This design comes from an exercise in tuning for small area on the open sky130 flow, not from production work. RTL that was checked went through simulation tests only; none was proved equivalent to the original. For runs 1 to 3, only the layout was checked, not whether the RTL still works. No activity file was given, so power comes from the tool's default toggle rates.

[flow/run.sh]
#!/bin/bash
# synth_recipe.tcl (not shown) runs the flow's synth.tcl, then flattens the netlist and writes it again
# the make line also repeats each setting of config.mk as NAME=value (left out here)
make -C /OpenROAD-flow-scripts/flow DESIGN_CONFIG=/design/flow/config.mk WORK_HOME=/design/flow/orfs CLKGATE_MAP_FILE= SYNTH_SCRIPT=/design/flow/synth_recipe.tcl finish
[flow/config.mk]
export PLATFORM = sky130hd
export DESIGN_NAME = i2c_top
export DESIGN_NICKNAME = i2c_top
export VERILOG_FILES = /design/flow/design.v
export SDC_FILE = /design/flow/constraint.sdc
export NUM_CORES = 4
export LEC_CHECK = 0
export CAP_MARGIN = 20
export CORE_MARGIN = 2
export CORE_UTILIZATION = 40
export CTS_BUF_LIST = sky130_fd_sc_hd__clkbuf_2
export SLEW_MARGIN = 20
[flow/constraint.sdc]
create_clock -name core_clock -period 10.0 [get_ports {clk}]
set_input_delay 2.0000 -clock core_clock [delete_from_list [all_inputs] [get_ports {clk}]]
set_output_delay 2.0000 -clock core_clock [all_outputs]
set_load 0.01 [all_outputs]
[flow/design.v]
module i2c_master(clk, rst, newd, op, addr, dout, busy, done, sda, stretching, data_bit,
	sda_drv, scl_drv, pulse_o, sub_o, state_o, bit_count_o, add_o);
input clk,rst,op,newd;
input [6:0] addr;
output [7:0] dout;
input sda;
input stretching;
input data_bit;
output sda_drv;
output scl_drv;
output reg done, busy;
output [1:0] pulse_o;
output [6:0] sub_o;
output [3:0] state_o;
output [3:0] bit_count_o;
output [7:0] add_o;
reg sda_t, scl_t, scl_en;
reg [1:0] pulse;
reg [6:0] sub;
wire sub_end = (sub == 7'd99);
wire bit_end = sub_end && (pulse == 2'd3);
always @(posedge clk) begin
	if(rst || busy == 1'b0) begin
		pulse <= 0;
		sub <= 0;
	end
	else if(sub_end) begin
		pulse <= pulse + 1'b1;
		sub <= 0;
	end
	else
		sub <= sub + 1'b1;
end
localparam IDLE = 4'd0, START = 4'd1, WRITE_ADD = 4'd2, ACK_1 = 4'd3, WRITE_DATA = 4'd4,
	ACK_2 = 4'd5, STOP = 4'd6, MASTER_NACK = 4'd7, READ_DATA = 4'd8;
reg [3:0] state;
reg [7:0] rx_data;
reg [7:0] add;
reg sda_en;
reg [3:0] bit_count;
always@(posedge clk)
	if(state == IDLE && newd) begin
		add <= {addr,op};
	end
always@(posedge clk) begin
	if(rst) begin
		state <= IDLE;
		bit_count <= 0;
		sda_t <= 0;
		scl_t <= 0;
		scl_en <= 1;
		busy <= 0;
		done <= 0;
		sda_en <= 0;
		rx_data <= 0;
	end
	else
		case(state) 
			IDLE: begin
				done <= 0;
				if(newd) begin
					state <= START;
					busy <= 1;
				end
				else
					busy <= 0;
			end
			START: begin
				sda_en <= 1'b1;
				scl_t <= 1;
				sda_t <= ~pulse[1];
				if(bit_end) begin
					state <= WRITE_ADD;
					scl_t <= 0;
				end
			end 
			WRITE_ADD: begin
				if(~bit_count[3]) begin
					scl_t <= pulse[1];
					case(pulse) 
					0: sda_t <= 1'b0;
					1: sda_t <= add[~bit_count[2:0]];
					default: ;
					endcase
					if(bit_end) begin
						bit_count <= bit_count + 1;
						scl_t <= 0;
					end
				end
				else begin
					bit_count <= 0;
					state <= ACK_1;
					scl_t <= 0;
					sda_en <= 0;
				end
			end
			ACK_1: begin
				sda_en <= 0;
				case(pulse) 
					0: scl_en <= 0;
					1: begin 
						scl_en <= 1;
						sda_t<= 1'b0;
						scl_t <= 1'b0;
					end
					default: begin 
						scl_en <= 1;
						scl_t <= ~stretching;
					end
				endcase
				if(bit_end && !stretching) begin
					state <= add[0] ? READ_DATA : WRITE_DATA;
					sda_en <= ~add[0];
					scl_t <= 0;
					bit_count <= 0;
				end
			end
			WRITE_DATA: begin
				sda_en <= 1'b1;
				if(~bit_count[3]) begin
					scl_t <= pulse[1];
					case(pulse) 
						0: sda_t <= 1'b0;
						1: sda_t <= data_bit;
						default: ;
					endcase
					if(bit_end) begin
						bit_count <= bit_count + 1;
						scl_t <= 0;
					end
				end
				else begin
					state <= ACK_2;
					bit_count <= 0;
					sda_en <= 0;
				end
			end
			READ_DATA: begin
				sda_en <= 0;
				if(~bit_count[3]) begin
					scl_t <= pulse[1];
					if(pulse[1] == 1'b0) sda_t <= 1'b0;
					if(pulse == 2'd2 && sub == 7'd0) rx_data <= {rx_data[6:0],sda};
					if(bit_end) begin
						bit_count <= bit_count + 1;
						scl_t <= 0;
					end
				end
				else begin
					state <= MASTER_NACK;
					bit_count <= 0;
					sda_en <= 1;
				end
			end
			ACK_2: begin
				sda_en <= 0;
				scl_t <= pulse[1];
				if(pulse != 2'd3) sda_t <= 1'b0;
				if(bit_end) begin
					scl_t <= 1;
					sda_t <= 0;
					state <= STOP;
					sda_en <= 1;
				end
			end
			MASTER_NACK: begin
				sda_en <= 1;
				scl_t <= pulse[1];
				sda_t <= 1'b1;
				if(bit_end) begin
					scl_t <= 1;
					sda_t <= 0;
					state <= STOP;
				end
			end
			STOP: begin
				scl_t <= 1;
				sda_t <= pulse[1];
				if(bit_end) begin
					state <= IDLE;
					done <= 1;
					busy <= 0;
					sda_en <= 1;
					scl_t <= 0;
				end
			end
			default: ;
		endcase
end
assign sda_drv = ~sda_en | sda_t;
assign scl_drv = ~scl_en | scl_t;
assign dout = rx_data;
assign pulse_o = pulse;
assign sub_o = sub;
assign state_o = state;
assign bit_count_o = bit_count;
assign add_o = add;
endmodule
module i2c_Slave(clk, rst, stretch, newd, din, pulse, sub, mstate, bit_count, add,
	stretching, data_bit, sda_drv, scl_drv, ack_err);
input clk, rst, stretch, newd;
input [7:0] din;
output data_bit;
input [1:0] pulse;
input [6:0] sub;
input [3:0] mstate;
input [3:0] bit_count;
input [7:0] add;
output reg stretching;
output sda_drv, scl_drv;
output reg ack_err;
localparam IDLE = 4'd0, START = 4'd1, WRITE_ADD = 4'd2, ACK_1 = 4'd3, WRITE_DATA = 4'd4,
	ACK_2 = 4'd5, STOP = 4'd6, MASTER_NACK = 4'd7, READ_DATA = 4'd8;
wire bit_end = (pulse == 2'd3) && (sub == 7'd99);
wire bit8 = bit_count[3];
wire s_read_addr   = (mstate == WRITE_ADD);
wire s_wait_p      = (mstate == START) && pulse[1] && !(pulse == 2'd2 && sub < 7'd2);
wire s_wait_str    = (mstate == ACK_1) && stretching;
wire s_send_ack1   = (mstate == ACK_1) && !stretching;
wire s_send_data   = (mstate == READ_DATA);
wire s_read_data   = (mstate == WRITE_DATA);
wire s_send_ack2   = (mstate == ACK_2);
wire s_master_ack  = (mstate == MASTER_NACK);
wire s_detect_stop = (mstate == STOP);
wire s_idle = !(s_wait_p | s_read_addr | (mstate == ACK_1) | s_send_data | s_read_data |
	s_send_ack2 | s_master_ack | s_detect_stop);
reg [6:0] pos;
reg scrub;
reg [127:0] ring [0:7];
wire hit = (pos == add[7:1]);
wire wr = hit && s_send_ack2;
wire [7:0] init = {1'b0, pos};
integer b;
always@(posedge clk) begin
	if(rst) begin
		pos <= 0;
		scrub <= 1;
	end
	else begin
		pos <= pos + 1'b1;
		if(pos == 7'd127) scrub <= 0;
	end
	for(b = 0; b < 8; b = b + 1)
		ring[b] <= {scrub ? init[b] : wr ? data[b] : ring[b][0], ring[b][127:1]};
end
reg [7:0] data;
always@(posedge clk)
	if(mstate == IDLE) begin
		if(newd)
			data <= din;
	end
	else if(hit && add[0])
		for(b = 0; b < 8; b = b + 1)
			data[b] <= ring[b][0];
assign data_bit = data[~bit_count[2:0]];
always@(posedge clk)
	if((s_read_addr && bit8) || (s_wait_str && bit_end))
		stretching <= stretch;
reg sda_en, sda_t, scl_en, scl_t;
always@(posedge clk) begin
	if(rst) begin
		ack_err <= 0;
		sda_en <= 0;
		sda_t <= 0;
		scl_t <= 0;
		scl_en <= 0;
	end
	else begin
		if(s_idle) begin
			sda_en <= 0;
			scl_en <= 0;
		end
		if(s_read_addr) begin
			sda_en <= 0;
			if(bit8) begin
				if(stretch)
					scl_en <= 1;
				else begin
					sda_en <= 1;
					scl_en <= 0;
				end
			end
		end
		if(s_wait_str) begin
			if(~pulse[1]) begin
				scl_en <= 1;
				scl_t <= 0;
			end
			else if(~pulse[0])
				scl_en <= 0;
			if(bit_end && !stretch) begin
				scl_en <= 0;
				sda_en <= 1;
			end
		end
		if(s_send_ack1) begin
			sda_en <= 1;
			if(pulse == 2'd0) begin
				sda_t <= 0; scl_en <= 1; scl_t <= 1;
			end
			if(pulse == 2'd1)
				scl_en <= 0;
		end
		if(s_send_data) begin
			sda_en <= ~bit8;
			if(~bit8 && pulse == 2'd1 && sub == 7'd0) sda_t <= data_bit;
		end
		if(s_read_data)
			sda_en <= bit8;
		if(s_send_ack2) begin
			sda_en <= ~bit_end;
			if(pulse == 2'd0) sda_t <= 0;
		end
		if(s_master_ack) begin
			if(bit_end) begin
				sda_en <= 0;
				ack_err <= 1;
			end
		end
		if(s_detect_stop)
			sda_en <= 0;
	end
end
assign sda_drv = ~sda_en | sda_t;
assign scl_drv = ~scl_en | scl_t;
endmodule
`timescale 1ns / 1ps
module i2c_top(
input clk, rst, newd, op, stretch,
input [6:0] addr,
input [7:0] din,
output [7:0] dout,
output busy,ack_err,
output done,
output sda, scl
);
wire [1:0] pulse;
wire [6:0] sub;
wire [3:0] state;
wire [3:0] bit_count;
wire [7:0] add;
wire data_bit;
wire stretching;
wire sda_m, scl_m, sda_s, scl_s;
i2c_master master (.clk(clk), .rst(rst), .newd(newd), .op(op), .addr(addr), .data_bit(data_bit),
	.dout(dout), .busy(busy), .done(done), .sda(sda), .stretching(stretching),
	.sda_drv(sda_m), .scl_drv(scl_m), .pulse_o(pulse), .sub_o(sub), .state_o(state),
	.bit_count_o(bit_count), .add_o(add));
i2c_Slave slave (.clk(clk), .rst(rst), .stretch(stretch), .newd(newd), .din(din), .pulse(pulse), .sub(sub),
	.mstate(state), .bit_count(bit_count), .add(add), .data_bit(data_bit),
	.stretching(stretching), .sda_drv(sda_s), .scl_drv(scl_s), .ack_err(ack_err));
assign sda = sda_m & sda_s;
assign scl = scl_m & scl_s;
endmodule
==> metrics.md, run 1 <==
| Metric | Value |
|---|---|
| Result of the run | no timing/DRC/antenna violations |
| Clock transition at path regs | 0.10 ns |
| Count of synthesis-stage warnings from yosys | 3 |
| Cells after Synth | 1433 |
| Number of setup buffers added after CTS | 0 |
| RD Place Congestion | 0.792 |
| TritonCTS clock tree | done |
| Lkg Pwr | 11.2 nW |
| Switching share of power | 0.228 |
| Layout Skew | 0.0767 ns |
| GR Util All Layers | 0.106 |
| Total congestion overflow after global routing | 0 |
| Path class of the lowest-slack min-delay path | reg -> reg |
| Die height | 249 um |
| Input/output buffers | 32 |
| Synthesized Nets | 1461 |
| Area occupied by multi-input gates | 2020 um2 |
| CTS sink cnt | 1085 |
| Critical register-to-register path endpoint | slave.data[7] |
| Total power | 0.00698 W |
| Cell type with the largest total area after synthesis | sky130_fd_sc_hd__dfxtp_1 |
| Per-cell routed wire length | 12.0 um |
| Async set-or-reset flop fraction in the synthesized netlist | 0 |
| Final Setup Violations | 0 |
| Total Die Area | 62200 um2 |
| RSZ-0062 raised after global routing | false |
| Source-to-sink clock delay at the later pin of the worst-skew pair | 1.30 ns |
| Effective utilization at floorplan | 0.406 |
| HPWL after detailed placement | 16100 um |
| Peak per-stage delay on the critical path | 0.60 ns |
| Number of gates given a new drive strength after cts | 0 |
| Mean post-synth cell area | 16.8 um2 |
| Synthesized area | 24100 um2 |
| Most area-consuming cells after synthesis | sky130_fd_sc_hd__dfxtp_1, sky130_fd_sc_hd__edfxtp_1, sky130_fd_sc_hd__mux2i_1, sky130_fd_sc_hd__nand2_1, sky130_fd_sc_hd__nor2_1 |
| Core area | 59200 um2 |
| Most used flip-flop cell after synthesis | sky130_fd_sc_hd__dfxtp_1 |
| Number of design-rule violations left by the first detailed-router iteration | 468 |
| Total number of cells along the worst setup path | 2 |
| Reg-to-reg startpoint | master.state[0] |
| Register bit total from synthesis | 1085 |
| Number of cell rows | 89 |
| Hold Crit Endpoint | slave.ring[4][4] |
| Depth of the worst register-to-register path | 4 |
| Transition time at the pin with the least slew margin | 1.03 ns |
| Number of slew-limit violations in the final report | 0 |
| Switching power total | 0.00159 W |
| List of cells traversed by the critical path | a22oi_1, clkdlybuf4s50_1 |
| First-pass GRT wire length | 52900 um |
| Root Buffer | sky130_fd_sc_hd__clkbuf_2 |
| Sequential cell area in the final layout | 21900 um2 |
| Sequential fraction of the synthesis area | 0.909 |
| Relative max-transition margin | 0.311 |
| Reg-to-reg slack, setup | 7.39 ns |
| Sum of buffers and inverters on the critical path | 1 |
| Highest clock frequency the design can meet | 222 MHz |
| Vias | 10394 |
| Hold Startpoint | slave.ring[4][5] |
| H-tree Lvls | 4 |
| Filler instances | 5273 |
| Final cycle utilization of the critical path | 0.451 |
| Type of origin of the critical path | register |
| Portion of total power attributed to the clock network | 0.348 |
| Fraction of synthesized cell area taken by the top area cell type | 0.888 |
| Clock buffer depth | 3 |
| Arrival time of data at the critical path endpoint | 2.51 ns |
| Die outline width | 249 um |
| Final layout net count | 1705 |
| Aggregate routed wire length | 31300 um |
| Nature of the critical path endpoint | output port |
| Data required time at the worst endpoint | 8.00 ns |
| Number of remaining DRC errors | 0 |
| First-pass DRT Iterations | 4 |
| Antenna Nets Post-Route | 0 |
| Internal power consumption | 0.00539 W |
| Power share of the sequential group | 0.634 |
| Final sum of negative setup slack | 0 ns |
| Cts hold-fix bufs | 0 |
| TritonCTS Buffers | 230 |
| Number of antenna violations at the first check in global routing | 1 |
| Share of power burned in combinational logic | 0.018 |
| Class of the most critical setup path | reg -> out |
| Vias per cell | 4.00 |
| Number of max-capacitance violations reported | 0 |
| Time the final worst path needs with I/O delays and setup | 4.51 ns |
| Area growth from synthesis to layout | 13.3% |
| Count of flip-flops with a built-in enable after synthesis | 17 |
| Count of different cell masters after synthesis | 64 |
| Number of cells on the worst hold path | 0 |
| Total I/O pin count | 33 |
| Largest vdd supply drop | 0.108 mV |
| Power density over cell area | 256 nW/um2 |
| Max FO, Critical Path | 2 |
| Largest net degree at the start of global routing | 42 |
| Endpoints failing hold | 0 |
| Via count of the first global-routing pass | 11081 |
| Share of layout cells above drive strength 1 | 0.207 |
| Family of cells with the greatest summed delay on the critical path | buffers and inverters |
| Slowest stage cell, crit path | sky130_fd_sc_hd__clkdlybuf4s50_1 |
[power by group through the flow]
stage / registers, W / clock network [W] / logic (W)
floorplan: 0.00451 / 0 / 0.0000802
global placement: 0.00453 / 0 / 0.000122
detailed placement: 0.00453 / 0 / 0.000123
CTS: 0.00443 / 0.00258 / 0.000123
global route: 0.00444 / 0.00279 / 0.000134
finish: 0.00443 / 0.00243 / 0.000123
[state kept, by name, summed over array words and instances (netlist names), 2 cells and up]
signal / flops
slave.ring: 1024
master.add: 8
master.rx_data: 8
slave.data: 8
master.sub: 7
slave.pos: 7
master.bit_count: 4
master.state: 4
master.pulse: 2
[cell usage after synthesis, types with 5 or more instances]
master,number
sky130_fd_sc_hd__nor2b_1,6
sky130_fd_sc_hd__xor2_1,12
sky130_fd_sc_hd__a211oi_1,6
sky130_fd_sc_hd__xnor2_1,7
sky130_fd_sc_hd__dfxtp_1,1068
sky130_fd_sc_hd__nor3_1,6
sky130_fd_sc_hd__nand2b_1,13
sky130_fd_sc_hd__a21oi_1,25
sky130_fd_sc_hd__nand3_1,12
sky130_fd_sc_hd__inv_1,16
sky130_fd_sc_hd__clkbuf_1,19
sky130_fd_sc_hd__nand2_1,47
sky130_fd_sc_hd__nor2_1,46
sky130_fd_sc_hd__mux2i_1,19
sky130_fd_sc_hd__o21ai_0,17
sky130_fd_sc_hd__edfxtp_1,17
sky130_fd_sc_hd__ha_1,8
sky130_fd_sc_hd__a31oi_1,5
[logic make-up after synthesis]
logic type                 after synthesis  share of synthesized area
DFF                                   1085                      0.909
and+or+nand+nor                        163                     0.0346
AOI/OAI and AO/OA                       93                     0.0269
buffers and inverters                   42                    0.00702
muxes                                   23                     0.0112
xor gates and xnor gates                19                    0.00691
adders and majority gates                8                    0.00416
[how the worst max path moves through the flow]
stage	to	slack, ns	startpoint
3_3_place_gp	master.sub[2]	6.59	rst
3_5_place_dp	master.sub[2]	6.54	rst
6_report	sda	5.49	slave.sda_en
2_1_floorplan	master.state[0]	7.22	newd
5_1_grt	sda	5.22	slave.sda_en
4_1_cts	sda	5.18	slave.sda_en
[cell usage in the layout (no fill, tap or decap), types with 17 or more instances in the layout]
cell type / Yosys / final
sky130_fd_sc_hd__dfxtp_1: 1068 / 1068
sky130_fd_sc_hd__clkbuf_2: 0 / 331
sky130_fd_sc_hd__nand2_1: 47 / 47
sky130_fd_sc_hd__nor2_1: 46 / 46
sky130_fd_sc_hd__clkdlybuf4s50_1: 0 / 32
sky130_fd_sc_hd__clkinv_1: 0 / 30
sky130_fd_sc_hd__a21oi_1: 25 / 25
sky130_fd_sc_hd__mux2i_1: 19 / 19
sky130_fd_sc_hd__o21ai_0: 17 / 17
sky130_fd_sc_hd__edfxtp_1: 17 / 17
[per-layer routing]
layer	GRT usage	part of all wire
met3	0.0413	0.053
met4	0.0773	0.031
met1	0.140	0.50
met5	0	0
met2	0.140	0.41
[worst reg2reg max path, stage by stage, from the launching register on]
cell and delay (ns):
sky130_fd_sc_hd__dfxtp_1 0.32, sky130_fd_sc_hd__or3_1 0.46, sky130_fd_sc_hd__nor2_1 0.81, sky130_fd_sc_hd__nand2_1 0.27, sky130_fd_sc_hd__nand2_1 0.42
[layout make-up]
cell class / count / area share
multi-input combinational: 306 / 0.0739
sequential: 1085 / 0.802
antenna: 1 / 0.0000917
clock buffer: 331 / 0.0607
clock inverter: 51 / 0.0119
timing repair buffer: 38 / 0.0134
inverter: 16 / 0.00220
tap: 773 / 0.0354
[per-stage QoR]
stage               setup slack, ns  hold slack (ns)  std cells   util  cell area [um2]
floorplan                      7.22            0.310       1433      -            24100
global placement               6.59            0.311       2218  0.427            25300
detailed placement             6.54            0.312       2218  0.427            25300
CTS                            5.18            0.245       2600  0.461            27300
global route                   5.22            0.249       2601  0.461            27300
finish                         5.49            0.263       2601  0.461            27300
==> inputs of run 2 (changes only) <==
--- a/flow/config.mk
+++ b/flow/config.mk
@@ -10,3 +10,3 @@
 export CORE_UTILIZATION = 40
-export CTS_BUF_LIST = sky130_fd_sc_hd__clkbuf_2
+export CTS_BUF_LIST = sky130_fd_sc_hd__clkbuf_4
 export SLEW_MARGIN = 20
==> run 2 against run 1 <==
Effect of this change: register-to-register slack worse by 0.04 ns; sequential power barely moved; final cell count is 1.2% higher; non-clock buffer count unchanged; sequential share of layout area is 2.9 points lower; clock power is 32% higher; synthesized area unchanged; synthesized cell count is the same; critical path depth grew 1; largest power group unchanged; count of clock-buffer cells in the layout is 8 higher.
==> metrics.md, run 2 <==
| Metric | Value |
|---|---|
| Data required time at the worst endpoint | 8.00 ns |
| Clock transition at path regs | 0.07 ns |
| First-pass DRT Iterations | 4 |
| Vias per cell | 3.99 |
| Sequential cell area in the final layout | 21900 um2 |
| Power density over cell area | 274 nW/um2 |
| Reg-to-reg slack, setup | 7.35 ns |
| Number of cells on the worst hold path | 0 |
| Vias | 10507 |
| Core utilization of the finished layout | 0.478 |
| Count of different cell masters after synthesis | 64 |
| Time the final worst path needs with I/O delays and setup | 4.18 ns |
| Register containing the most flip-flops in the final layout | slave.ring |
| Count of synthesis-stage warnings from yosys | 3 |
| Lkg Pwr | 11.5 nW |
| Max FO, Critical Path | 2 |
| GR Util All Layers | 0.108 |
| Critical Path Start | slave.sda_t |
| Number of gates given a new drive strength after cts | 0 |
| Total congestion overflow after global routing | 0 |
| Die height | 249 um |
| Input/output buffers | 32 |
| Via count of the first global-routing pass | 11195 |
| Fraction of synthesized cell area taken by the top area cell type | 0.888 |
| Reg-to-reg startpoint | master.state[0] |
| Cell type with the largest total area after synthesis | sky130_fd_sc_hd__dfxtp_1 |
| Arrival time of data at the critical path endpoint | 2.18 ns |
| Mean post-synth cell area | 16.8 um2 |
| Most area-consuming cells after synthesis | sky130_fd_sc_hd__dfxtp_1, sky130_fd_sc_hd__edfxtp_1, sky130_fd_sc_hd__mux2i_1, sky130_fd_sc_hd__nand2_1, sky130_fd_sc_hd__nor2_1 |
| CTS sink cnt | 1085 |
| Cts hold-fix bufs | 0 |
| Class of the most critical setup path | reg -> out |
| Largest vdd supply drop | 0.108 mV |
| Root Buffer | sky130_fd_sc_hd__clkbuf_4 |
| Hold Startpoint | slave.ring[4][122] |
| Count of flip-flops with a built-in enable after synthesis | 17 |
| Highest clock frequency the design can meet | 239 MHz |
| Antenna Nets Post-Route | 0 |
| Number of design-rule violations left by the first detailed-router iteration | 502 |
| Path class of the lowest-slack min-delay path | reg -> reg |
| Total I/O pin count | 33 |
| Per-cell routed wire length | 12.0 um |
| Register bit total from synthesis | 1085 |
| Result of the run | no timing/DRC/antenna violations |
| Transition time at the pin with the least slew margin | 1.02 ns |
| Largest register FFs | 1024 |
| HPWL after detailed placement | 16100 um |
| Final layout net count | 1712 |
| Critical register-to-register path endpoint | slave.data[3] |
| Final cycle utilization of the critical path | 0.418 |
| Hold Crit Endpoint | slave.ring[4][121] |
| Commonest cells in the netlist | sky130_fd_sc_hd__dfxtp_1, sky130_fd_sc_hd__nand2_1, sky130_fd_sc_hd__nor2_1, sky130_fd_sc_hd__a21oi_1 |
| Source-to-sink clock delay at the later pin of the worst-skew pair | 0.98 ns |
| Layout Skew | 0.0521 ns |
| TritonCTS Buffers | 237 |
| Area growth from synthesis to layout | 17.6% |
| Synthesized area | 24100 um2 |
| Depth of the worst register-to-register path | 4 |
| RSZ-0062 raised after global routing | false |
| Nature of the critical path endpoint | output port |
| Sequential fraction of the synthesis area | 0.909 |
| Cells after Synth | 1433 |
| Async set-or-reset flop fraction in the synthesized netlist | 0 |
| Number of setup buffers added after CTS | 0 |
| Area occupied by multi-input gates | 2020 um2 |
| Synthesized Nets | 1461 |
| Clock buffer depth | 3 |
| Core area | 59200 um2 |
| Final Setup Violations | 0 |
| Largest net degree at the start of global routing | 42 |
| Most used flip-flop cell after synthesis | sky130_fd_sc_hd__dfxtp_1 |
| Number of slew-limit violations in the final report | 0 |
| Effective utilization at floorplan | 0.406 |
| Total Die Area | 62200 um2 |
| Aggregate routed wire length | 31700 um |
| Commonest cells after routing, fill and taps aside | sky130_fd_sc_hd__dfxtp_1, sky130_fd_sc_hd__clkbuf_4, sky130_fd_sc_hd__clkinv_1, sky130_fd_sc_hd__nand2_1, sky130_fd_sc_hd__nor2_1 |
| RD Place Congestion | 0.792 |
| Filler instances | 5151 |
| Number of max-capacitance violations reported | 0 |
| First-pass GRT wire length | 53700 um |
| Commonest non-fill, non-tap cell in the layout | sky130_fd_sc_hd__dfxtp_1 |
| Leading cell type by number of instances after synthesis | sky130_fd_sc_hd__dfxtp_1 |
| Endpoints failing hold | 0 |
| Final sum of negative setup slack | 0 ns |
| Share of layout cells above drive strength 1 | 0.211 |
| Number of cell rows | 89 |
| H-tree Lvls | 4 |
| Type of origin of the critical path | register |
| TritonCTS clock tree | done |
| Die outline width | 249 um |
| Number of remaining DRC errors | 0 |
| Number of antenna violations at the first check in global routing | 2 |
| Relative max-transition margin | 0.321 |
## run 2: changes by cell type in the layout (fill, tap and decap cells not counted)
cell,previous run,this run
sky130_fd_sc_hd__bufinv_16,2,5
sky130_fd_sc_hd__clkbuf_2,331,0
sky130_fd_sc_hd__clkbuf_4,0,339
sky130_fd_sc_hd__clkinv_1,30,48
sky130_fd_sc_hd__clkinv_2,5,8
sky130_fd_sc_hd__clkinv_4,6,4
sky130_fd_sc_hd__clkinv_8,1,0
sky130_fd_sc_hd__clkinvlp_4,3,5
sky130_fd_sc_hd__diode_2,1,2
sky130_fd_sc_hd__inv_6,4,1
sky130_fd_sc_hd__inv_8,0,2
## run 2: logic make-up after synthesis
family / Yosys count / share of synthesized area
simple gates: 163 / 0.0346
mux: 23 / 0.0112
flops: 1085 / 0.909
buf+inv: 42 / 0.00702
fa+ha+maj: 8 / 0.00416
compound gates: 93 / 0.0269
xor+xnor: 19 / 0.00691
## run 2: how the worst max path moves through the flow
stage	cells past startpoint	end	slack, ns
after detailed placement	5	master.sub[2]	6.54
after floorplan	5	master.state[0]	7.22
after CTS	3	sda	5.63
after global routing	3	sda	5.60
after global placement	5	master.sub[2]	6.59
final	3	sda	5.82
## run 2: final cells by class
cell class | count | share of cell area
diodes | 2 | 0.000177
clock inverters | 73 | 0.0167
inverters | 16 | 0.00212
flip-flops and latches | 1085 | 0.773
clock buffers | 339 | 0.0898
repair buffers | 38 | 0.0129
multi-input cells | 306 | 0.0712
well taps | 773 | 0.0341
## run 2: layer usage
metal,part of all wire,track usage
met5,0,0
met1,0.50,0.142
met4,0.024,0.0754
met2,0.42,0.144
met3,0.057,0.0429
## run 2: worst max-delay path, cell delays in order (launching register included)
cell and delay, ns:
sky130_fd_sc_hd__dfxtp_1 0.33, sky130_fd_sc_hd__inv_1 0.05, sky130_fd_sc_hd__a22oi_1 0.24, sky130_fd_sc_hd__clkdlybuf4s50_1 0.59
## run 2: where the power goes
part	internal [W]	total [W]	switching [W]
logic	0.0000445	0.000123	0.0000788
clock network	0.00169	0.00321	0.00152
registers	0.00440	0.00443	0.0000240
total	0.00614	0.00776	0.00162
## run 2: stage by stage
step | instances | area, um2 | hold slack [ns] | setup slack (ns) | total power, W
floorplan | 1433 | 24100 | 0.310 | 7.22 | 0.00459
global placement | 2218 | 25300 | 0.311 | 6.59 | 0.00465
detailed placement | 2218 | 25300 | 0.312 | 6.54 | 0.00465
CTS | 2630 | 28300 | 0.278 | 5.63 | 0.00792
global route | 2632 | 28300 | 0.294 | 5.60 | 0.00815
finish | 2632 | 28300 | 0.281 | 5.82 | 0.00776
==> inputs of run 3 (changes only) <==
--- a/flow/design.v
+++ b/flow/design.v
@@ -10,3 +10,4 @@
 output scl_drv;
-output reg done, busy;
+output reg done;
+output busy;
 output [1:0] pulse_o;
@@ -16,2 +17,5 @@
 output [7:0] add_o;
+localparam IDLE = 4'd0, START = 4'd1, WRITE_ADD = 4'd2, ACK_1 = 4'd3, WRITE_DATA = 4'd4,
+	ACK_2 = 4'd5, STOP = 4'd6, MASTER_NACK = 4'd7, READ_DATA = 4'd8;
+reg [3:0] state;
 reg sda_t, scl_t, scl_en;
@@ -22,3 +26,3 @@
 always @(posedge clk) begin
-	if(rst || busy == 1'b0) begin
+	if(rst || state == IDLE) begin
 		pulse <= 0;
@@ -33,5 +37,2 @@
 end
-localparam IDLE = 4'd0, START = 4'd1, WRITE_ADD = 4'd2, ACK_1 = 4'd3, WRITE_DATA = 4'd4,
-	ACK_2 = 4'd5, STOP = 4'd6, MASTER_NACK = 4'd7, READ_DATA = 4'd8;
-reg [3:0] state;
 reg [7:0] rx_data;
@@ -51,3 +52,2 @@
 		scl_en <= 1;
-		busy <= 0;
 		done <= 0;
@@ -60,8 +60,4 @@
 				done <= 0;
-				if(newd) begin
+				if(newd)
 					state <= START;
-					busy <= 1;
-				end
-				else
-					busy <= 0;
 			end
@@ -181,3 +177,2 @@
 					done <= 1;
-					busy <= 0;
 					sda_en <= 1;
@@ -192,2 +187,3 @@
 assign dout = rx_data;
+assign busy = (state != IDLE);
 assign pulse_o = pulse;
@@ -258,3 +254,3 @@
 		stretching <= stretch;
-reg sda_en, sda_t, scl_en, scl_t;
+reg sda_en, sda_t;
 always@(posedge clk) begin
@@ -264,32 +260,14 @@
 		sda_t <= 0;
-		scl_t <= 0;
-		scl_en <= 0;
 	end
 	else begin
-		if(s_idle) begin
+		if(s_idle)
 			sda_en <= 0;
-			scl_en <= 0;
-		end
 		if(s_read_addr) begin
 			sda_en <= 0;
-			if(bit8) begin
-				if(stretch)
-					scl_en <= 1;
-				else begin
-					sda_en <= 1;
-					scl_en <= 0;
-				end
-			end
+			if(bit8 && !stretch)
+				sda_en <= 1;
 		end
 		if(s_wait_str) begin
-			if(~pulse[1]) begin
-				scl_en <= 1;
-				scl_t <= 0;
-			end
-			else if(~pulse[0])
-				scl_en <= 0;
-			if(bit_end && !stretch) begin
-				scl_en <= 0;
+			if(bit_end && !stretch)
 				sda_en <= 1;
-			end
 		end
@@ -297,7 +275,4 @@
 			sda_en <= 1;
-			if(pulse == 2'd0) begin
-				sda_t <= 0; scl_en <= 1; scl_t <= 1;
-			end
-			if(pulse == 2'd1)
-				scl_en <= 0;
+			if(pulse == 2'd0)
+				sda_t <= 0;
 		end
@@ -324,3 +299,3 @@
 assign sda_drv = ~sda_en | sda_t;
-assign scl_drv = ~scl_en | scl_t;
+assign scl_drv = ~s_wait_str;
 endmodule
==> flow/flow/run.sh (new file) <==
#!/bin/bash
# Standard ORFS layout, with a lighter clock tree (small buffers, no dummy
# loads) and the smallest buffer on the ports.
set -uo pipefail
export CTS_ARGS="-sink_clustering_enable -repair_clock_nets -dont_use_dummy_load -buf_list sky130_fd_sc_hd__clkbuf_2"
export BUFFER_PORTS_ARGS="-buffer_cell sky130_fd_sc_hd__buf_1"
bash standard.sh > standard.log 2>&1
==> flow/standard.sh (new file) <==
#!/bin/bash
# synth_recipe.tcl (not shown) runs the flow's synth.tcl, then flattens the netlist and writes it again
# the make line also repeats each setting of config.mk as NAME=value (left out here)
make -C /OpenROAD-flow-scripts/flow DESIGN_CONFIG=/design/flow/config.mk WORK_HOME=/design/flow/orfs CLKGATE_MAP_FILE= SYNTH_SCRIPT=/design/flow/synth_recipe.tcl "${@:-finish}"
--- a/flow/config.mk
+++ b/flow/config.mk
@@ -10,3 +10,2 @@
 export CORE_UTILIZATION = 40
-export CTS_BUF_LIST = sky130_fd_sc_hd__clkbuf_4
 export SLEW_MARGIN = 20
removed: flow/run.sh
==> run 3 against run 2 <==
Effect of this change: largest cell class unchanged; synthesized cell count fell by 1.5%; setup slack worse by 0.71 ns; final cell count shrank 7.4%; sequential share of layout area up 6.4 points; critical path type unchanged; sequential power hardly changed.
==> metrics.md, run 3 <==
| Metric | Value |
|---|---|
| Result of the run | no timing/DRC/antenna violations |
| Most area-consuming cells after synthesis | sky130_fd_sc_hd__dfxtp_1, sky130_fd_sc_hd__edfxtp_1, sky130_fd_sc_hd__mux2i_1, sky130_fd_sc_hd__nand2_1, sky130_fd_sc_hd__nor2_1 |
| Endpoints failing hold | 0 |
| Via count of the first global-routing pass | 10735 |
| List of cells traversed by the critical path | and4bb_2, a21oi_1, buf_1 |
| Area occupied by multi-input gates | 1870 um2 |
| Vias per cell | 4.08 |
| First-pass GRT wire length | 52300 um |
| Share of power burned in combinational logic | 0.037 |
| Commonest cells in the netlist | sky130_fd_sc_hd__dfxtp_1, sky130_fd_sc_hd__nand2_1, sky130_fd_sc_hd__nor2_1, sky130_fd_sc_hd__mux2i_1, sky130_fd_sc_hd__o21ai_0 |
| Die height | 248 um |
| Count of synthesis-stage warnings from yosys | 3 |
| Commonest cells after routing, fill and taps aside | sky130_fd_sc_hd__dfxtp_1, sky130_fd_sc_hd__clkbuf_2, sky130_fd_sc_hd__nand2_1, sky130_fd_sc_hd__nor2_1, sky130_fd_sc_hd__buf_1 |
| Most used flip-flop cell after synthesis | sky130_fd_sc_hd__dfxtp_1 |
| Sequential fraction of the synthesis area | 0.915 |
| Sequential cell area in the final layout | 21800 um2 |
| Class of the most critical setup path | reg -> out |
| Transition time at the pin with the least slew margin | 0.944 ns |
| Number of remaining DRC errors | 0 |
| Number of gates given a new drive strength after cts | 0 |
| Time the final worst path needs with I/O delays and setup | 4.90 ns |
| Relative max-transition margin | 0.370 |
| CP endpoint | scl |
| Per-cell routed wire length | 12.7 um |
| Clock buffer depth | 3 |
| Largest register FFs | 1024 |
| Clock transition at path regs | 0.11 ns |
| Highest clock frequency the design can meet | 204 MHz |
| Portion of total power attributed to the clock network | 0.292 |
| Power share of the sequential group | 0.671 |
| Number of setup buffers added after CTS | 0 |
| Register bit total from synthesis | 1082 |
| Arrival time of data at the critical path endpoint | 2.90 ns |
| Number of antenna violations at the first check in global routing | 2 |
| Largest vdd supply drop | 0.114 mV |
| Lkg Pwr | 10.5 nW |
| Nature of the critical path endpoint | output port |
| Count of different cell masters after synthesis | 61 |
| RSZ-0062 raised after global routing | false |
| Leading cell type by number of instances after synthesis | sky130_fd_sc_hd__dfxtp_1 |
| GR Util All Layers | 0.108 |
| Synthesized Nets | 1439 |
| Internal power consumption | 0.00510 W |
| Critical register-to-register path endpoint | slave.ring[1][127] |
| RD Place Congestion | 0.789 |
| Async set-or-reset flop fraction in the synthesized netlist | 0 |
| Register containing the most flip-flops in the final layout | slave.ring |
| Final layout net count | 1689 |
| CTS sink cnt | 1082 |
| Core area | 59000 um2 |
| Number of cell rows | 89 |
| Layout Skew | 0.108 ns |
| Total power | 0.00662 W |
| Switching share of power | 0.230 |
| Slowest stage cell, crit path | sky130_fd_sc_hd__dfxtp_1 |
| Core utilization of the finished layout | 0.442 |
| Critical Path Start | master.state[1] |
| Final Setup Violations | 0 |
| Area growth from synthesis to layout | 9.31% |
| Final sum of negative setup slack | 0 ns |
| Synthesized area | 23900 um2 |
| First-pass DRT Iterations | 4 |
| Peak per-stage delay on the critical path | 0.94 ns |
| HPWL after detailed placement | 16000 um |
| Family of cells with the greatest summed delay on the critical path | flip-flops |
| Path class of the lowest-slack min-delay path | reg -> reg |
| Aggregate routed wire length | 30900 um |
| Final worst-path setup slack | 5.10 ns |
| Reg-to-reg slack, setup | 7.34 ns |
| Die outline width | 248 um |
| Commonest non-fill, non-tap cell in the layout | sky130_fd_sc_hd__dfxtp_1 |
| Final cycle utilization of the critical path | 0.490 |
| Root Buffer | sky130_fd_sc_hd__clkbuf_2 |
| TritonCTS Buffers | 237 |
| Fraction of synthesized cell area taken by the top area cell type | 0.893 |
| Share of layout cells above drive strength 1 | 0.156 |
| Number of design-rule violations left by the first detailed-router iteration | 335 |
| Vias | 9947 |
| Antenna Nets Post-Route | 0 |
| Total I/O pin count | 33 |
| Cell type with the largest total area after synthesis | sky130_fd_sc_hd__dfxtp_1 |
| Reg-to-reg startpoint | master.state[1] |
| Sum of buffers and inverters on the critical path | 1 |
| Type of origin of the critical path | register |
| Count of flip-flops with a built-in enable after synthesis | 17 |
| Number of slew-limit violations in the final report | 0 |
| Total congestion overflow after global routing | 0 |
| Mean post-synth cell area | 16.9 um2 |
| Depth of the worst register-to-register path | 4 |
| Data required time at the worst endpoint | 8.00 ns |
| Total Die Area | 61600 um2 |
| Filler instances | 5245 |
| Max FO, Critical Path | 27 |
| Cells after Synth | 1411 |
| Hold_ws | 0.232 ns |
| Source-to-sink clock delay at the later pin of the worst-skew pair | 1.27 ns |
| Switching power total | 0.00152 W |
| Input/output buffers | 32 |
| Worst slack, placed | 6.35 ns |
| Power density over cell area | 254 nW/um2 |
| Cts hold-fix bufs | 0 |
| TritonCTS clock tree | done |
| Total number of cells along the worst setup path | 3 |
| Effective utilization at floorplan | 0.404 |
| H-tree Lvls | 4 |
| Largest net degree at the start of global routing | 38 |
| Number of max-capacitance violations reported | 0 |
## run 3: changes by cell type after synthesis, moves of 4 or more
| cell | before | now |
|---|---|---|
| sky130_fd_sc_hd__a21oi_1 | 25 | 16 |
| sky130_fd_sc_hd__nor2_1 | 46 | 40 |
| sky130_fd_sc_hd__a21o_1 | 4 | 0 |
| sky130_fd_sc_hd__buf_2 | 3 | 10 |
| sky130_fd_sc_hd__xor2_1 | 12 | 5 |
| sky130_fd_sc_hd__o21ai_0 | 17 | 22 |
| sky130_fd_sc_hd__clkbuf_1 | 19 | 14 |
| sky130_fd_sc_hd__a31oi_1 | 5 | 9 |
| sky130_fd_sc_hd__xnor2_1 | 7 | 14 |
## run 3: final cells by class
cell class	instances	area share
antenna	4	0.000384
clock buffer	237	0.0455
timing repair buffer	38	0.00633
inverter	15	0.00216
sequential	1082	0.837
tap	773	0.0371
multi-input combinational	287	0.0718
## run 3: power by group through the flow
| stage | Combinational, W | Clock (W) | Sequential [W] |
|---|---|---|---|
| finish | 0.000246 | 0.00193 | 0.00444 |
| global route | 0.000272 | 0.00229 | 0.00446 |
| CTS | 0.000245 | 0.00208 | 0.00445 |
| global placement | 0.000249 | 0 | 0.00454 |
| detailed placement | 0.000244 | 0 | 0.00454 |
| floorplan | 0.000172 | 0 | 0.00452 |
## run 3: logic make-up (layout without fill, tap and decap cells)
kind of cell,Yosys count,in the layout,share of synthesized area
compound gates,82,82,0.0232
xor+xnor,19,19,0.00697
fa+ha+maj,8,8,0.00419
buf+inv,42,290,0.00729
flops,1082,1082,0.915
mux,26,26,0.0125
other cells,0,4,0
simple gates,152,152,0.0311
## run 3: how the worst min path moves through the flow
stage                     slack (ns)                end              start  cells after the start
final                           0.23  slave.ring[3][44]  slave.ring[3][45]                      0
after global placement          0.31  slave.ring[6][21]  slave.ring[6][22]                      0
after floorplan                 0.31   slave.ring[0][0]   slave.ring[0][1]                      0
after CTS                       0.20  slave.ring[3][44]  slave.ring[3][45]                      0
after global routing            0.22  slave.ring[3][44]  slave.ring[3][45]                      0
after detailed placement        0.31  slave.ring[0][78]  slave.ring[0][79]                      0
## run 3: per-layer routing
metal / routed length, um / global-route usage / vias up
met5: 0 / 0 / -
met4: 801 / 0.0707 / 0
met3: 1700 / 0.0475 / 54
met2: 11800 / 0.133 / 217
met1: 16600 / 0.151 / 4659
li1: - / - / 5017
## run 3: per-stage QoR
stage	area [um2]	instances
5_1_grt	26100	2434
4_1_cts	26100	2432
2_1_floorplan	23900	1411
3_3_place_gp	24900	2195
3_5_place_dp	24900	2195
6_report	26100	2436
==> inputs of run 4 (changes only) <==
--- a/flow/design.v
+++ b/flow/design.v
@@ -1,3 +1,3 @@
 module i2c_master(clk, rst, newd, op, addr, dout, busy, done, sda, stretching, data_bit,
-	sda_drv, scl_drv, pulse_o, sub_o, state_o, bit_count_o, add_o);
+	sda_drv, scl_drv, pulse_o, sub0_o, sub1_o, bit_end_o, state_o, bit_count_o, add_o);
 input clk,rst,op,newd;
@@ -13,3 +13,3 @@
 output [1:0] pulse_o;
-output [6:0] sub_o;
+output sub0_o, sub1_o, bit_end_o;
 output [3:0] state_o;
@@ -20,2 +20,3 @@
 reg [3:0] state;
+localparam [6:0] SUB0 = 7'd1, SUB1 = 7'd2, SUB_END = 7'd93;
 reg sda_t, scl_t, scl_en;
@@ -23,3 +24,3 @@
 reg [6:0] sub;
-wire sub_end = (sub == 7'd99);
+wire sub_end = (sub == SUB_END);
 wire bit_end = sub_end && (pulse == 2'd3);
@@ -28,3 +29,3 @@
 		pulse <= 0;
-		sub <= 0;
+		sub <= SUB0;
 	end
@@ -32,6 +33,6 @@
 		pulse <= pulse + 1'b1;
-		sub <= 0;
+		sub <= SUB0;
 	end
 	else
-		sub <= sub + 1'b1;
+		sub <= {sub[5:0], sub[6] ^ sub[5]};
 end
@@ -138,3 +139,3 @@
 					if(pulse[1] == 1'b0) sda_t <= 1'b0;
-					if(pulse == 2'd2 && sub == 7'd0) rx_data <= {rx_data[6:0],sda};
+					if(pulse == 2'd2 && sub == SUB0) rx_data <= {rx_data[6:0],sda};
 					if(bit_end) begin
@@ -189,3 +190,5 @@
 assign pulse_o = pulse;
-assign sub_o = sub;
+assign sub0_o = (sub == SUB0);
+assign sub1_o = (sub == SUB1);
+assign bit_end_o = bit_end;
 assign state_o = state;
@@ -194,3 +197,3 @@
 endmodule
-module i2c_Slave(clk, rst, stretch, newd, din, pulse, sub, mstate, bit_count, add,
+module i2c_Slave(clk, rst, stretch, newd, din, pulse, sub0, sub1, bit_end, mstate, bit_count, add,
 	stretching, data_bit, sda_drv, scl_drv, ack_err);
@@ -200,3 +203,3 @@
 input [1:0] pulse;
-input [6:0] sub;
+input sub0, sub1, bit_end;
 input [3:0] mstate;
@@ -209,6 +212,5 @@
 	ACK_2 = 4'd5, STOP = 4'd6, MASTER_NACK = 4'd7, READ_DATA = 4'd8;
-wire bit_end = (pulse == 2'd3) && (sub == 7'd99);
 wire bit8 = bit_count[3];
 wire s_read_addr   = (mstate == WRITE_ADD);
-wire s_wait_p      = (mstate == START) && pulse[1] && !(pulse == 2'd2 && sub < 7'd2);
+wire s_wait_p      = (mstate == START) && pulse[1] && !(pulse == 2'd2 && (sub0 || sub1));
 wire s_wait_str    = (mstate == ACK_1) && stretching;
@@ -235,4 +237,4 @@
 	else begin
-		pos <= pos + 1'b1;
-		if(pos == 7'd127) scrub <= 0;
+		pos <= {pos[5:0], pos[6] ^ pos[5] ^ (pos[5:0] == 6'd0)};
+		if(pos == 7'd64) scrub <= 0;
 	end
@@ -280,3 +282,3 @@
 			sda_en <= ~bit8;
-			if(~bit8 && pulse == 2'd1 && sub == 7'd0) sda_t <= data_bit;
+			if(~bit8 && pulse == 2'd1 && sub0) sda_t <= data_bit;
 		end
@@ -312,3 +314,3 @@
 wire [1:0] pulse;
-wire [6:0] sub;
+wire sub0, sub1, bit_end;
 wire [3:0] state;
@@ -321,5 +323,5 @@
 	.dout(dout), .busy(busy), .done(done), .sda(sda), .stretching(stretching),
-	.sda_drv(sda_m), .scl_drv(scl_m), .pulse_o(pulse), .sub_o(sub), .state_o(state),
+	.sda_drv(sda_m), .scl_drv(scl_m), .pulse_o(pulse), .sub0_o(sub0), .sub1_o(sub1), .bit_end_o(bit_end), .state_o(state),
 	.bit_count_o(bit_count), .add_o(add));
-i2c_Slave slave (.clk(clk), .rst(rst), .stretch(stretch), .newd(newd), .din(din), .pulse(pulse), .sub(sub),
+i2c_Slave slave (.clk(clk), .rst(rst), .stretch(stretch), .newd(newd), .din(din), .pulse(pulse), .sub0(sub0), .sub1(sub1), .bit_end(bit_end),
 	.mstate(state), .bit_count(bit_count), .add(add), .data_bit(data_bit),
==> flow/flow/run.sh (replaced) <==
#!/bin/bash
# Standard ORFS layout, with a lighter clock tree (no dummy loads, chosen
# buffer and cluster size) and the smallest buffer on the ports.
set -uo pipefail
export CTS_ARGS="-sink_clustering_enable -repair_clock_nets -dont_use_dummy_load -buf_list sky130_fd_sc_hd__clkbuf_8 -sink_clustering_size 22 -sink_clustering_max_diameter 45"
export BUFFER_PORTS_ARGS="-buffer_cell sky130_fd_sc_hd__buf_1"
bash standard.sh > standard.log 2>&1
==> run 4 against run 3 <==
Effect of this change: still clean; wire length down 8.4%; flip-flop and latch count unchanged; clock power down 3%; largest cell class unchanged; highest routed layer unchanged.
==> metrics.md, run 4 <==
| Metric | Value |
|---|---|
| Layout Skew | 0.0855 ns |
| Cell type with the largest total area after synthesis | sky130_fd_sc_hd__dfxtp_1 |
| Count of different cell masters after synthesis | 61 |
| RD Place Congestion | 0.748 |
| Arrival time of data at the critical path endpoint | 2.37 ns |
| Area growth from synthesis to layout | 9.05% |
| Vias per cell | 4.02 |
| Data required time at the worst endpoint | 8.00 ns |
| Count of synthesis-stage warnings from yosys | 3 |
| Final layout net count | 1494 |
| Endpoints failing hold | 0 |
| TritonCTS Buffers | 79 |
| Aggregate routed wire length | 28300 um |
| Number of max-capacitance violations reported | 0 |
| GR Util All Layers | 0.0965 |
| Filler-free cell count of the finished design | 2241 |
| Number of gates given a new drive strength after cts | 0 |
| Transition time at the pin with the least slew margin | 0.766 ns |
| Mean post-synth cell area | 17.2 um2 |
| RSZ-0062 raised after global routing | false |
| Via count of the first global-routing pass | 9128 |
| Clock buffer depth | 3 |
| Sum of buffers and inverters on the critical path | 1 |
| Power share of the sequential group | 0.677 |
| WL met1 | 15300 um |
| Worst slack, placed | 6.23 ns |
| Hold_ws | 0.242 ns |
| Final sum of negative setup slack | 0 ns |
| Number of setup buffers added after CTS | 0 |
| Most used flip-flop cell after synthesis | sky130_fd_sc_hd__dfxtp_1 |
| Path class of the lowest-slack min-delay path | reg -> reg |
| Share of power burned in combinational logic | 0.041 |
| Synthesized area | 23600 um2 |
| Sequential fraction of the synthesis area | 0.924 |
| Time the final worst path needs with I/O delays and setup | 4.37 ns |
| Slowest stage cell, crit path | sky130_fd_sc_hd__dfxtp_1 |
| Max FO, Critical Path | 22 |
| Lkg Pwr | 10.0 nW |
| WL met2 | 10700 um |
| Sum of met3 wire segment lengths after detailed routing | 1240 um |
| Switching power total | 0.00138 W |
| # placed instances | 2161 |
| Commonest cells in the netlist | sky130_fd_sc_hd__dfxtp_1, sky130_fd_sc_hd__nand2_1, sky130_fd_sc_hd__nor2_1, sky130_fd_sc_hd__mux2i_1, sky130_fd_sc_hd__o21ai_0 |
| Largest vdd supply drop | 0.154 mV |
| Leading cell type by number of instances after synthesis | sky130_fd_sc_hd__dfxtp_1 |
| Largest register FFs | 1024 |
| Share of layout cells above drive strength 1 | 0.0654 |
| Total congestion overflow after global routing | 0 |
| Class of the most critical setup path | reg -> out |
| Number of design-rule violations left by the first detailed-router iteration | 370 |
| List of cells traversed by the critical path | nor2b_1, nand3_1, a21boi_0, buf_1 |
| First-pass DRT Iterations | 4 |
| Source-to-sink clock delay at the later pin of the worst-skew pair | 0.65 ns |
| Relative max-transition margin | 0.486 |
| Core utilization of the finished layout | 0.439 |
| TritonCTS clock tree | done |
| Async set-or-reset flop fraction in the synthesized netlist | 0 |
| Fraction of synthesized cell area taken by the top area cell type | 0.902 |
| Type of origin of the critical path | register |
| Peak per-stage delay on the critical path | 0.81 ns |
| Final Setup Violations | 0 |
| Total Die Area | 61100 um2 |
| Vias | 9006 |
| Core area | 58700 um2 |
| Clock transition at path regs | 0.12 ns |
| Cts hold-fix bufs | 0 |
| Die height | 247 um |
| Most area-consuming cells after synthesis | sky130_fd_sc_hd__dfxtp_1, sky130_fd_sc_hd__edfxtp_1, sky130_fd_sc_hd__mux2i_1, sky130_fd_sc_hd__nand2_1, sky130_fd_sc_hd__nor2_1 |
| Number of slew-limit violations in the final report | 0 |
| Family of cells with the greatest summed delay on the critical path | flip-flops |
| Number of antenna violations at the first check in global routing | 1 |
| Portion of total power attributed to the clock network | 0.283 |
| Result of the run | no timing/DRC/antenna violations |
| First-pass GRT wire length | 47000 um |
| Number of remaining DRC errors | 0 |
| H-tree Lvls | 3 |
| Cells after Synth | 1371 |
| Synthesized Nets | 1396 |
| Final worst-path setup slack | 5.63 ns |
| Effective utilization at floorplan | 0.403 |
| Nature of the critical path endpoint | output port |
| Register containing the most flip-flops in the final layout | slave.ring |
| Power density over cell area | 257 nW/um2 |
| Commonest non-fill, non-tap cell in the layout | sky130_fd_sc_hd__dfxtp_1 |
| Number of cell rows | 89 |
| Internal power consumption | 0.00523 W |
| Input/output buffers | 32 |
| HPWL after detailed placement | 15200 um |
| Total I/O pin count | 33 |
| Highest clock frequency the design can meet | 229 MHz |
| Die outline width | 247 um |
| Register bit total from synthesis | 1082 |
| Final cycle utilization of the critical path | 0.437 |
| Commonest cells after routing, fill and taps aside | sky130_fd_sc_hd__dfxtp_1, sky130_fd_sc_hd__clkbuf_8, sky130_fd_sc_hd__nand2_1, sky130_fd_sc_hd__nor2_1, sky130_fd_sc_hd__buf_1 |
| Antenna Nets Post-Route | 0 |
| Switching share of power | 0.209 |
| Count of flip-flops with a built-in enable after synthesis | 17 |
| Largest net degree at the start of global routing | 36 |
| CTS sink cnt | 1082 |
| Root Buffer | sky130_fd_sc_hd__clkbuf_8 |
| Max layer used | met4 |
| Per-cell routed wire length | 12.6 um |
[run 4: changes by cell type in the layout (fill, tap and decap cells not counted), sizes merged, moves of 4 or more]
cell / before / now
xnor2: 14 / 2
xor2: 5 / 10
nor3: 9 / 13
nand2: 49 / 40
a31oi: 9 / 3
nor2: 40 / 34
nor2b: 6 / 10
nand3: 13 / 7
nand2b: 10 / 4
and3: 1 / 7
clkbuf: 237 / 79
[run 4: path summary, 6_finish.rpt]
kind	startpoint	to	slack (ns)	depth (start not counted)
worst min register to register	slave.ring[5][94]	slave.ring[5][93]	0.24	0
worst min-delay path	slave.ring[5][94]	slave.ring[5][93]	0.24	0
worst max-delay path	master.state[1]	scl	5.63	4
worst max register to register	master.state[1]	master.rx_data[6]	7.21	5
[run 4: kinds of logic (layout without fill, tap and decap cells)]
family,after synthesis,count (layout),synth area share
DFF,1082,1082,0.924
and+or+nand+nor,137,137,0.0291
AOI/OAI and AO/OA,76,76,0.0213
buffers and inverters,32,128,0.00535
muxes,27,27,0.0136
xor gates and xnor gates,12,12,0.00445
adders and majority gates,5,5,0.00265
other,0,1,0
[run 4: area by class of cell]
class                      instances  area (um2)
fill                            5077       32900
antenna                            1        2.50
timing repair buffer              37         158
tap                              773         967
inverter                          12        45.0
sequential                      1082       21800
clock buffer                      79        1090
multi-input combinational        257        1690
[run 4: through the flow]
stage	area, um2	power, W
floorplan	23600	0.00475
global placement	24700	0.00485
detailed placement	24700	0.00485
CTS	25800	0.00672
global route	25800	0.00691
finish	25800	0.00662
[run 4: per-layer routing]
| layer | up-vias | track usage |
|---|---|---|
| met1 | 4267 | 0.140 |
| met2 | 118 | 0.128 |
| met5 | - | 0 |
| met3 | 86 | 0.0308 |
| li1 | 4535 | - |
| met4 | 0 | 0.0485 |
[run 4: power by group through the flow]
stage | sequential, W | combinational [W] | clock [W]
2_1_floorplan | 0.00455 | 0.000197 | 0
3_3_place_gp | 0.00458 | 0.000274 | 0
3_5_place_dp | 0.00458 | 0.000270 | 0
4_1_cts | 0.00448 | 0.000271 | 0.00197
5_1_grt | 0.00449 | 0.000299 | 0.00212
6_report | 0.00448 | 0.000270 | 0.00187
[run 4: worst reg2reg max path, cell delays in order, from the launching register on]
cell	delay [ns]
sky130_fd_sc_hd__dfxtp_1	0.55
sky130_fd_sc_hd__or4b_1	0.85
sky130_fd_sc_hd__nor4b_2	0.36
sky130_fd_sc_hd__and3_1	0.57
sky130_fd_sc_hd__mux2i_1	0.27
sky130_fd_sc_hd__nor2_1	0.06
==> inputs of run 5 (changes only) <==
==> flow/flow/run.sh (replaced) <==
#!/bin/bash
# Standard ORFS layout, with a lighter clock tree (no dummy loads, chosen
# buffer and cluster size) and the smallest buffer on the ports.
set -uo pipefail
export CTS_ARGS="-sink_clustering_enable -repair_clock_nets -dont_use_dummy_load -buf_list sky130_fd_sc_hd__clkbuf_4 -sink_clustering_size 12 -sink_clustering_max_diameter 40"
export BUFFER_PORTS_ARGS="-buffer_cell sky130_fd_sc_hd__buf_1"
bash standard.sh > standard.log 2>&1
==> run 5 against run 4 <==
Effect of this change: setup slack worse by 0.22 ns; still clean on timing, DRC and antenna; wire length is 0.78% higher; highest routed layer unchanged; largest cell class unchanged; flip-flop and latch count stayed put; final cell count is 1.5% higher.
==> metrics.md, run 5 <==
| Metric | Value |
|---|---|
| Register containing the most flip-flops in the final layout | slave.ring |
| Async set-or-reset flop fraction in the synthesized netlist | 0 |
| Count of different cell masters after synthesis | 61 |
| Number of remaining DRC errors | 0 |
| Number of max-capacitance violations reported | 0 |
| Commonest cells in the netlist | sky130_fd_sc_hd__dfxtp_1, sky130_fd_sc_hd__nand2_1, sky130_fd_sc_hd__nor2_1, sky130_fd_sc_hd__mux2i_1, sky130_fd_sc_hd__o21ai_0 |
| Largest register FFs | 1024 |
| Transition time at the pin with the least slew margin | 0.743 ns |
| Power share of the sequential group | 0.700 |
| Final Setup Violations | 0 |
| Path class of the lowest-slack min-delay path | reg -> reg |
| TritonCTS Buffers | 108 |
| Number of design-rule violations left by the first detailed-router iteration | 408 |
| Relative max-transition margin | 0.504 |
| Synthesized area | 23600 um2 |
| Most area-consuming cells after synthesis | sky130_fd_sc_hd__dfxtp_1, sky130_fd_sc_hd__edfxtp_1, sky130_fd_sc_hd__mux2i_1, sky130_fd_sc_hd__nand2_1, sky130_fd_sc_hd__nor2_1 |
| Per-cell routed wire length | 12.5 um |
| Number of antenna violations at the first check in global routing | 2 |
| Clock transition at path regs | 0.11 ns |
| Number of cell rows | 89 |
| Reg-to-reg slack, setup | 7.29 ns |
| Power density over cell area | 251 nW/um2 |
| Data required time at the worst endpoint | 8.00 ns |
| Sum of met3 wire segment lengths after detailed routing | 1370 um |
| Die outline width | 247 um |
| Critical Path Start | master.state[0] |
| Root Buffer | sky130_fd_sc_hd__clkbuf_4 |
| Effective utilization at floorplan | 0.403 |
| Lkg Pwr | 9.98 nW |
| Final sum of negative setup slack | 0 ns |
| Highest clock frequency the design can meet | 218 MHz |
| Total Die Area | 61100 um2 |
| CP endpoint | scl |
| # placed instances | 2161 |
| Number of gates given a new drive strength after cts | 0 |
| Final cycle utilization of the critical path | 0.459 |
| Total I/O pin count | 33 |
| Vias | 9174 |
| Cells after Synth | 1371 |
| Switching share of power | 0.215 |
| Most used flip-flop cell after synthesis | sky130_fd_sc_hd__dfxtp_1 |
| Class of the most critical setup path | reg -> out |
| WL met1 | 15200 um |
| Layout Skew | 0.0631 ns |
| Clock buffer depth | 3 |
| Core area | 58700 um2 |
| Max layer used | met4 |
| Input/output buffers | 32 |
| WL met2 | 11100 um |
| Leading cell type by number of instances after synthesis | sky130_fd_sc_hd__dfxtp_1 |
| Aggregate routed wire length | 28500 um |
| Largest vdd supply drop | 0.121 mV |
| GR Util All Layers | 0.0982 |
| Arrival time of data at the critical path endpoint | 2.59 ns |
| Depth of the worst register-to-register path | 5 |
| RD Place Congestion | 0.748 |
| Portion of total power attributed to the clock network | 0.258 |
| Total congestion overflow after global routing | 0 |
| Final worst-path setup slack | 5.41 ns |
| Max FO, Critical Path | 25 |
| Largest net degree at the start of global routing | 36 |
| Cell type with the largest total area after synthesis | sky130_fd_sc_hd__dfxtp_1 |
| RSZ-0062 raised after global routing | false |
| CTS sink cnt | 1082 |
| Area growth from synthesis to layout | 7.92% |
| Count of flip-flops with a built-in enable after synthesis | 17 |
| Switching power total | 0.00137 W |
| Critical register-to-register path endpoint | master.rx_data[6] |
| Synthesized Nets | 1396 |
| Commonest cells after routing, fill and taps aside | sky130_fd_sc_hd__dfxtp_1, sky130_fd_sc_hd__clkbuf_4, sky130_fd_sc_hd__nand2_1, sky130_fd_sc_hd__nor2_1, sky130_fd_sc_hd__buf_1 |
| Cts hold-fix bufs | 0 |
| Core utilization of the finished layout | 0.435 |
| Fraction of synthesized cell area taken by the top area cell type | 0.902 |
| Number of setup buffers added after CTS | 0 |
| Final layout net count | 1523 |
| Reg-to-reg startpoint | master.state[1] |
| Share of power burned in combinational logic | 0.042 |
| Filler-free cell count of the finished design | 2274 |
| Die height | 247 um |
| H-tree Lvls | 3 |
| Register bit total from synthesis | 1082 |
| Sequential fraction of the synthesis area | 0.924 |
| Type of origin of the critical path | register |
| Antenna Nets Post-Route | 0 |
| Mean post-synth cell area | 17.2 um2 |
| Source-to-sink clock delay at the later pin of the worst-skew pair | 0.81 ns |
| Nature of the critical path endpoint | output port |
| Internal power consumption | 0.00502 W |
| Commonest non-fill, non-tap cell in the layout | sky130_fd_sc_hd__dfxtp_1 |
| Worst slack, placed | 6.23 ns |
| List of cells traversed by the critical path | buf_4, nor2b_1, nand3_1, a21boi_0, buf_1 |
| TritonCTS clock tree | done |
| Count of synthesis-stage warnings from yosys | 3 |
| Result of the run | no timing/DRC/antenna violations |
| First-pass GRT wire length | 47900 um |
| Slowest stage cell, crit path | sky130_fd_sc_hd__nor2b_1 |
| Number of slew-limit violations in the final report | 0 |
| HPWL after detailed placement | 15200 um |
| Vias per cell | 4.03 |
| First-pass DRT Iterations | 4 |
| Via count of the first global-routing pass | 9425 |
| Endpoints failing hold | 0 |
| Time the final worst path needs with I/O delays and setup | 4.59 ns |
| Peak per-stage delay on the critical path | 0.61 ns |
| Share of layout cells above drive strength 1 | 0.0836 |
## run 5: final cells by class
type / count / area, um2
inverters: 12 / 45.0
repair buffers: 37 / 158
diodes: 5 / 12.5
fillers: 5155 / 33200
multi-input cells: 257 / 1690
well taps: 773 / 967
flip-flops and latches: 1082 / 21800
clock buffers: 108 / 811
## run 5: worst min path at each step
stage | startpoint | end | slack (ns) | cells after the start
2_1_floorplan | slave.ring[0][1] | slave.ring[0][0] | 0.31 | 0
3_3_place_gp | slave.ring[4][38] | slave.ring[4][37] | 0.31 | 0
3_5_place_dp | slave.ring[0][39] | slave.ring[0][38] | 0.31 | 0
4_1_cts | slave.ring[7][88] | slave.ring[7][87] | 0.25 | 0
5_1_grt | slave.ring[7][88] | slave.ring[7][87] | 0.24 | 0
6_report | slave.ring[7][88] | slave.ring[7][87] | 0.25 | 0
## run 5: critical path: cells and delay by family (launching register included)
kind / cells / cell delay (ns)
AO/OA/AOI/OAI: 1 / 0.19
buffers and inverters: 2 / 0.40
flip-flops: 1 / 0.30
AND/OR/NAND/NOR: 2 / 0.90
## run 5: cells by family after synthesis
group,after synthesis,synth area share
mux,27,0.0136
compound gates,76,0.0213
buf+inv,32,0.00535
xor+xnor,12,0.00445
simple gates,137,0.0291
fa+ha+maj,5,0.00265
flops,1082,0.924
## run 5: power groups by stage
| stage | combinational [W] | clock, W | sequential, W |
|---|---|---|---|
| floorplan | 0.000197 | 0 | 0.00455 |
| global placement | 0.000274 | 0 | 0.00458 |
| detailed placement | 0.000270 | 0 | 0.00458 |
| CTS | 0.000271 | 0.00176 | 0.00448 |
| global route | 0.000299 | 0.00191 | 0.00449 |
| finish | 0.000269 | 0.00165 | 0.00448 |
## run 5: metrics by stage
step | power [W] | hold slack (ns) | instance area [um2]
after floorplan | 0.00475 | 0.310 | 23600
after global placement | 0.00485 | 0.311 | 24700
after detailed placement | 0.00485 | 0.312 | 24700
after CTS | 0.00651 | 0.248 | 25500
after global routing | 0.00670 | 0.241 | 25500
final | 0.00639 | 0.251 | 25500
## run 5: metal layers
metal	global-route usage	up-vias
li1	-	4635
met1	0.139	4331
met2	0.130	130
met3	0.0345	78
met4	0.0524	0
met5	0	-
==> inputs of run 6 (changes only) <==
--- a/flow/config.mk
+++ b/flow/config.mk
@@ -7,2 +7,3 @@
 export LEC_CHECK = 0
+export ABC_AREA = 1
 export CAP_MARGIN = 20
==> run 6 against run 5 <==
Effect of this change: still clean on timing, DRC and antenna; design area fell by 0.18%; global-route usage is 0.10 points lower; wire length down 0.30%; core utilization shrank 0.079 points; first-iteration DRC count shrank 4.7%; synthesized area is 0.20% lower; die area shrank 0.19%; clock power about the same; maximum frequency rose by 7.6%; sequential power about the same; total power about the same; critical endpoint is now busy.
==> metrics.md, run 6 <==
| Metric | Value |
|---|---|
| Relative max-transition margin | 0.454 |
| Commonest cells after routing, fill and taps aside | sky130_fd_sc_hd__dfxtp_1, sky130_fd_sc_hd__nand2_1, sky130_fd_sc_hd__clkbuf_4, sky130_fd_sc_hd__nor2_1, sky130_fd_sc_hd__inv_1 |
| Time the final worst path needs with I/O delays and setup | 4.27 ns |
| Lkg Pwr | 10.1 nW |
| Final Cell Area | 25500 um2 |
| Clock buffer depth | 3 |
| Register bit total from synthesis | 1082 |
| Power density over cell area | 251 nW/um2 |
| RSZ-0062 raised after global routing | false |
| Final sum of negative setup slack | 0 ns |
| Final cycle utilization of the critical path | 0.427 |
| Mean post-synth cell area | 16.1 um2 |
| Number of slew-limit violations in the final report | 0 |
| Number of max-capacitance violations reported | 0 |
| First-pass DRT Iterations | 5 |
| Commonest non-fill, non-tap cell in the layout | sky130_fd_sc_hd__dfxtp_1 |
| Path class of the lowest-slack min-delay path | reg -> reg |
| Transition time at the pin with the least slew margin | 0.819 ns |
| Number of setup buffers added after CTS | 0 |
| Leading cell type by number of instances after synthesis | sky130_fd_sc_hd__dfxtp_1 |
| Most used flip-flop cell after synthesis | sky130_fd_sc_hd__dfxtp_1 |
| Antenna Nets Post-Route | 0 |
| RD Place Congestion | 0.812 |
| CTS sink cnt | 1082 |
| Cell type with the largest total area after synthesis | sky130_fd_sc_hd__dfxtp_1 |
| Total I/O pin count | 33 |
| Count of synthesis-stage warnings from yosys | 3 |
| Source-to-sink clock delay at the later pin of the worst-skew pair | 0.83 ns |
| Class of the most critical setup path | reg -> out |
| H-tree Lvls | 3 |
| Share of layout cells above drive strength 1 | 0.0826 |
| Largest net degree at the start of global routing | 20 |
| Highest clock frequency the design can meet | 234 MHz |
| Fraction of synthesized cell area taken by the top area cell type | 0.904 |
| Largest register FFs | 1024 |
| Effective utilization at floorplan | 0.402 |
| Area growth from synthesis to layout | 7.95% |
| Endpoints failing hold | 0 |
| Hold_ws | 0.256 ns |
| Aggregate routed wire length | 28400 um |
| Number of design-rule violations left by the first detailed-router iteration | 389 |
| Max FO, Critical Path | 16 |
| Final layout net count | 1626 |
| Total power | 0.00640 W |
| Input/output buffers | 32 |
| Async set-or-reset flop fraction in the synthesized netlist | 0 |
| Die outline width | 247 um |
| Number of remaining DRC errors | 0 |
| Number of antenna violations at the first check in global routing | 5 |
| Synthesized area | 23600 um2 |
| Arrival time of data at the critical path endpoint | 2.27 ns |
| Area after DPL | 24700 um2 |
| Largest vdd supply drop | 0.151 mV |
| Die height | 247 um |
| Vias | 9429 |
| HPWL after detailed placement | 15900 um |
| Synthesized Nets | 1491 |
| Clock transition at path regs | 0.11 ns |
| Number of gates given a new drive strength after cts | 0 |
| Commonest cells in the netlist | sky130_fd_sc_hd__dfxtp_1, sky130_fd_sc_hd__nand2_1, sky130_fd_sc_hd__nor2_1, sky130_fd_sc_hd__inv_1, sky130_fd_sc_hd__nand3_1 |
| TritonCTS clock tree | done |
| Count of different cell masters after synthesis | 31 |
| Nature of the critical path endpoint | output port |
| Sequential fraction of the synthesis area | 0.925 |
| Number of cell rows | 89 |
| Result of the run | no timing/DRC/antenna violations |
| Total congestion overflow after global routing | 0 |
| Via count of the first global-routing pass | 9352 |
| TritonCTS Buffers | 107 |
| Type of origin of the critical path | register |
| Per-cell routed wire length | 12.0 um |
[run 6: layout make-up]
cell class | count | area (um2)
Fill cell | 5179 | 33200
Sequential cell | 1082 | 21800
Multi-Input combinational cell | 317 | 1500
Tap cell | 773 | 967
Clock buffer | 107 | 803
Inverter | 61 | 229
Timing Repair Buffer | 32 | 120
Antenna cell | 4 | 10.0
[run 6: metrics by stage]
stage | util | worst slack (ns) | instances
2_1_floorplan | - | 6.97 | 1466
3_3_place_gp | 0.420 | 6.35 | 2265
3_5_place_dp | 0.420 | 6.35 | 2265
4_1_cts | 0.434 | 5.58 | 2372
5_1_grt | 0.434 | 5.46 | 2376
6_report | 0.434 | 5.73 | 2376
[run 6: cell families after synthesis]
kind of cell / synth area share
XOR/XNOR: 0.00260
adder cells (fa/ha/maj): 0.00265
AND/OR/NAND/NOR: 0.0412
buffers and inverters: 0.0108
AO/OA/AOI/OAI: 0.0173
flip-flops: 0.925
[run 6: final timing paths]
kind                           from                end  slack (ns)  cells after the start
hold reg to reg   slave.ring[5][13]  slave.ring[5][12]        0.26                      0
setup reg to reg    master.state[0]      slave.data[1]        7.38                      4
setup / recovery    master.state[0]               busy        5.73                      3
hold / removal    slave.ring[5][13]  slave.ring[5][12]        0.26                      0
[run 6: where the power goes]
part           switching, W  internal, W
Combinational      0.000215    0.0000811
Sequential        0.0000400      0.00442
Clock               0.00114     0.000492
[run 6: worst max-delay path: stages (launching register included)]
cell                      delay, ns
sky130_fd_sc_hd__dfxtp_1       0.40
sky130_fd_sc_hd__nor2_2        0.27
sky130_fd_sc_hd__nand2_1       0.48
sky130_fd_sc_hd__buf_1         0.27
[run 6: per-layer routing]
layer / global-route usage / share of wire
met1: 0.147 / 0.55
met2: 0.123 / 0.36
met3: 0.0333 / 0.054
met4: 0.0441 / 0.035
met5: 0 / 0
